From an optimization exercise on the open Yosys and OpenROAD flow, aimed at small area, a short achievable clock period and few clock cycles; shortcuts taken in it are not production practice. In this exercise RTL edits were held to simulation tests only and were not proved equivalent to the original.

Setup of v37:
## GAN_shared_hw
module GAN_shared_hw (x1, x2, x3, x4,
                     w_l1_11, w_l1_12, w_l1_13, w_l1_14, w_l1_21, w_l1_22, w_l1_23, w_l1_24, w_l1_31, w_l1_32, w_l1_33, w_l1_34, w_l1_41, w_l1_42, w_l1_43, w_l1_44, b_l1_1, b_l1_2, b_l1_3, b_l1_4,
                     w_l2_11, w_l2_12, w_l2_21, w_l2_22, w_l2_31, w_l2_32, w_l2_41, w_l2_42, b_l2_1, b_l2_2,
                     w_l3_11, w_l3_21, b_l3_1,
                     w_l4_11, b_l4_1,
                     w_l5_11, b_l5_1,
                     w_l6_11, w_l6_12, b_l6_1, b_l6_2,
                     w_l7_11, w_l7_12, w_l7_13, w_l7_14, w_l7_21, w_l7_22, w_l7_23, w_l7_24, b_l7_1, b_l7_2, b_l7_3, b_l7_4,
                     w_l8_11, w_l8_12, w_l8_13, w_l8_14, w_l8_21, w_l8_22, w_l8_23, w_l8_24, w_l8_31, w_l8_32, w_l8_33, w_l8_34, w_l8_41, w_l8_42, w_l8_43, w_l8_44, b_l8_1, b_l8_2, b_l8_3, b_l8_4,
                     f1, f2, f3, f4, Done, Start, Reset, Clock);
clock: 12.5 ns
lec_check: 0
cap_margin: 20
core_margin: 2
core_utilization: 40
setup_slack_margin: 5
slew_margin: 60
run.sh (not shown) runs the stock make flow with config.mk's settings and CLKGATE_MAP_FILE= SYNTH_SCRIPT=/design/flow/synth_recipe.tcl, a recipe that flattens the netlist after the stock synthesis.
v37 finished end to end and its layout was clean on timing, DRC and antenna.
Testbench counts of v37, summed over its fixed seeds: cycles 4,160.
The inputs of v47 differ from those of v37 as listed below.
Settings: a deleted SETUP_SLACK_MARGIN that had been 5.
==> flow/flow/run.sh (new file) <==
#!/bin/bash
set -euo pipefail
bash standard.sh SETUP_SLACK_MARGIN=7 finish > standard_flow.log 2>&1
==> flow/standard.sh (new file) <==
#!/bin/bash
# synth_recipe.tcl (not shown) runs the flow's synth.tcl, then flattens the netlist and writes it again
# the make line also repeats each setting of config.mk as NAME=value (left out here)
make -C /OpenROAD-flow-scripts/flow DESIGN_CONFIG=/design/flow/config.mk WORK_HOME=/design/flow/orfs CLKGATE_MAP_FILE= SYNTH_SCRIPT=/design/flow/synth_recipe.tcl "${@:-finish}"
removed: flow/run.sh
Notes after the runs:
v47 ends up with a post-layout instance count excluding filler cells that is 3.3% higher than in v37.
Taking v37 as the reference, in v47 shortest period the worst path allows fell 570 ps, final max-slew violation count about even.
Min first-pass GRT wire length across v47 and v37: v37
Taking v37 over v47, the final standard cell area without fillers ratio works out to 0.927.
Final core utilization sits higher in v47 than in v37.
v47 against v37: synthesized area shows no meaningful change.
What v53 does differently from v47 at the input level:
Settings: SLEW_MARGIN now 20, was 60.
==> flow/run.sh (new file) <==
#!/bin/bash
# synth_recipe.tcl (not shown) runs the flow's synth.tcl, then flattens the netlist and writes it again
# the make line also repeats each setting of config.mk as NAME=value (left out here)
make -C /OpenROAD-flow-scripts/flow DESIGN_CONFIG=/design/flow/config.mk WORK_HOME=/design/flow/orfs CLKGATE_MAP_FILE= SYNTH_SCRIPT=/design/flow/synth_recipe.tcl finish
removed: flow/flow/run.sh
removed: flow/standard.sh
==> run summary <==
Run comparison: v53 slowest library cell on the worst path sky130_fd_sc_hd__dfxtp_1; v47 slowest library cell on the worst path sky130_fd_sc_hd__fa_1. Compared v53 vs v47, and first-pass GRT wire length is down in v53. Diff v47 -> v53 | final area | down by a little under 10%. | longest individual stage delay on the worst path | lower: v47 |. Between v53 and v47, the difference in clock-pin slew on the worst setup and hold paths is negligible. v53 ends up with higher sequential share of layout area than v47 does. Compared with v47, in v53 smallest setup slack after layout fell by 1610 ps, wire length after detailed routing fell by 15000 um, core utilization fell by 5.0 points, count of clock-buffer cells in the layout rose by about 13%.
Inputs modified between v53 and v51:
Settings: a change of CORE_UTILIZATION from 40 to 60; an added SETUP_SLACK_MARGIN of 5; an added CTS_BUF_LIST of sky130_fd_sc_hd__clkbuf_8; a change of SLEW_MARGIN from 20 to 60.
==> flow/flow/run.sh (new file) <==
#!/bin/bash
# The standard layout (synthesis included), with the port buffers made
# of the smallest buffer cell.
set -euo pipefail
export BUFFER_PORTS_ARGS="-buffer_cell sky130_fd_sc_hd__buf_1"
bash standard.sh finish > standard_flow.log 2>&1
==> flow/standard.sh (new file) <==
#!/bin/bash
# synth_recipe.tcl (not shown) runs the flow's synth.tcl, then flattens the netlist and writes it again
# the make line also repeats each setting of config.mk as NAME=value (left out here)
make -C /OpenROAD-flow-scripts/flow DESIGN_CONFIG=/design/flow/config.mk WORK_HOME=/design/flow/orfs CLKGATE_MAP_FILE= SYNTH_SCRIPT=/design/flow/synth_recipe.tcl "${@:-finish}"
removed: flow/run.sh
### Flow results
v51 vs v53, cell area went down by 5.0%.
v51 against v53; total detailed-routing wirelength is down by a few percent.
Post-synth design cell area came out exactly the same in v51 and v53.
In the tables for v51 and v53, tapcell count reads higher with v53.
Compared with v53, v51 shows a lower first-pass GRT wire length.
Against v53, worst relative slew slack in v51 came out better.
v51 — detailed-route wire length on metal 1 3100 um lower, v53 as reference
When the final numbers for v51 and v53 were put side by side, the setup clock skew after layout turned out to be smaller in v53.
v51 vs. v53: final setup slack of the worst path increased 1040 ps; transition time at the pin with the least slew margin decreased 570 ps.
Modified inputs, v8 compared to v51
Settings: swapping 60 for 40 in CORE_UTILIZATION; clearing SETUP_SLACK_MARGIN, which used to be 5; putting SYNTH_HIERARCHICAL at 1 where nothing was set; clearing CTS_BUF_LIST, which used to be sky130_fd_sc_hd__clkbuf_8; swapping 60 for 20 in SLEW_MARGIN.
==> flow/run.sh (new file) <==
#!/bin/bash
# synth_recipe.tcl (not shown) runs the flow's synth.tcl, then flattens the netlist and writes it again
# the make line also repeats each setting of config.mk as NAME=value (left out here)
make -C /OpenROAD-flow-scripts/flow DESIGN_CONFIG=/design/flow/config.mk WORK_HOME=/design/flow/orfs CLKGATE_MAP_FILE= SYNTH_SCRIPT=/design/flow/synth_recipe.tcl finish
removed: flow/flow/run.sh
removed: flow/standard.sh
Findings:
Looking at critical path capture point, the act2[6] result is from v51; the act0[24] one comes from v8. v8 vs v51, sequential share of layout area went down by 2.8 points. In v8, the global router's overall resource usage came out 12 points below the value in v51. Against v51 as the reference, v8 delivers a lower setup slack. In the flow results for v51 and v8, the data required time at the worst endpoint is larger on v8. Per the comparison of v8 with v51, post-route worst hold slack shows an increase of 14 ps, normalized max-slew margin shows a reduction of 44 points.

========
Another version of the RTL of GAN_shared_hw (not shown whole).
Size in the first run: roughly 4,400 cells after synthesis, about 600 flip-flops, roughly 590 I/O pins, roughly 0.053 mm² of cells after synthesis.
==> flow/config.mk <==
export PLATFORM = sky130hd
export DESIGN_NAME = GAN_shared_hw
export DESIGN_NICKNAME = GAN_shared_hw
export VERILOG_FILES = /design/flow/design.v
export SDC_FILE = /design/flow/constraint.sdc
export NUM_CORES = 4
export LEC_CHECK = 0
export CAP_MARGIN = 20
export CORE_MARGIN = 2
export CORE_UTILIZATION = 60
export CTS_BUF_LIST = sky130_fd_sc_hd__clkbuf_8
export SLEW_MARGIN = 30
export SYNTH_HIERARCHICAL = 1
==> flow/constraint.sdc <==
create_clock -name core_clock -period 12.5 [get_ports {Clock}]
set_input_delay 2.5000 -clock core_clock [delete_from_list [all_inputs] [get_ports {Clock}]]
set_output_delay 2.5000 -clock core_clock [all_outputs]
set_load 0.01 [all_outputs]
standard.sh (not shown) runs the stock make flow with config.mk's settings and CLKGATE_MAP_FILE= SYNTH_SCRIPT=/design/flow/synth_recipe.tcl, a recipe that flattens the netlist after the stock synthesis.
==> flow/flow/run.sh <==
#!/bin/bash
set -euo pipefail
export BUFFER_PORTS_ARGS="-buffer_cell sky130_fd_sc_hd__buf_1"
bash standard.sh SETUP_SLACK_MARGIN=6 finish > standard_flow.log 2>&1
The first run went through all stages and came out clean.
Testbench counts at the start, summed over its fixed seeds: cycles 4,160.
Change:
SLEW_MARGIN = 60   (was 30)
After rerunning: The new run completed without violations; core utilization shrinks by 1.5 points; area after synthesis is unchanged; register-to-register slack gains 0.02 ns; cell count shrinks by 0.99%; global-route usage shrinks by 1.0 points; wire length shrinks by 3.1%; cell area shrinks by 2.1%; setup slack gains 0.017 ns; first-iteration DRC count shrinks by 3.2%; sequential share of layout area grows by 0.57 points.
Change:
==> flow/flow/run.sh (replaced) <==
#!/bin/bash
# The standard layout (synthesis included), with the port buffers made
# of the smallest buffer cell.
set -euo pipefail
export BUFFER_PORTS_ARGS="-buffer_cell sky130_fd_sc_hd__buf_1"
bash standard.sh finish > standard_flow.log 2>&1
SETUP_SLACK_MARGIN = 5   (was not set)
The changed run finished with timing, DRC and antenna clean.
Routed wire length goes down by 3.9%.
Synthesized area does not change.
Clock-buffer cell count went down by 4.
Via count falls by 3.1%.
Synthesized cell count is unchanged.
Final cell count came out lower by 1.6%.
First-iteration DRC count fell by 9.5%.
Global-route usage came out lower by 1.0 points.
Change:
==> flow/flow/run.sh (replaced) <==
#!/bin/bash
set -euo pipefail
export BUFFER_PORTS_ARGS="-buffer_cell sky130_fd_sc_hd__buf_1"
bash standard.sh SETUP_SLACK_MARGIN=6.5 finish > standard_flow.log 2>&1
ABC_AREA = 1   (was not set)
SETUP_SLACK_MARGIN = not set   (was 5)
The changed run finished with timing, DRC and antenna clean.
Utilization goes up by 4.0 points.
Clock skew goes up by 0.029 ns.
Count of clock-buffer cells in the layout goes down by 5.
Global-route usage goes up by 0.81 points.
Setup slack gets better by 1.4 ns.
Area after synthesis goes up by 4.4%.

## what the ideal ports hide
No port has a modelled driver above. Below, the same layouts with a new extraction and two added sets of constraints. Step 1 sets driving cells, clkbuf_16 on the clock port and buf_2 on the other inputs (assumed; they add their load-dependent delay and slew). Step 2 times the ports against the registers' clock, not the clock port: input delays grow and output delays shrink by t, the midpoint of the rising clock arrivals with the driver on. Three values: no drivers, after step 1, after step 2; two values: the first two.
run | t, ns | slack for setup (ns) | latest minus earliest clock arrival (ns) | worst register clock-pin slew, ns
v37 | 0.715 | 5.383 / 5.383 / 5.383 | 0.036 / 0.036 | 0.07 / 0.07
v47 | 0.740 | 5.951 / 5.951 / 5.951 | 0.064 / 0.064 | 0.10 / 0.10
v53 | 0.728 | 4.340 / 4.340 / 4.340 | 0.061 / 0.060 | 0.07 / 0.07
v51 | 0.833 | 5.378 / 5.378 / 5.378 | 0.073 / 0.073 | 0.09 / 0.09
v8 | 0.744 | 4.578 / 4.578 / 4.578 | 0.048 / 0.047 | 0.07 / 0.07
the first run of note 2 | 0.841 | 6.035 / 6.035 / 6.035 | 0.078 / 0.079 | 0.08 / 0.08
the second run of note 2 | 0.852 | 6.052 / 6.052 / 5.980 | 0.075 / 0.076 | 0.08 / 0.08
the third run of note 2 | 0.833 | 5.145 / 5.145 / 5.145 | 0.053 / 0.053 | 0.08 / 0.08
the fourth run of note 2 | 0.824 | 6.511 / 6.511 / 6.487 | 0.085 / 0.085 | 0.07 / 0.07
After both steps setup and hold are still met in every run listed. The setup slack of the second run of note 2, which loses most, moves by 0.000 ns with the drivers and by -0.072 ns with both steps.
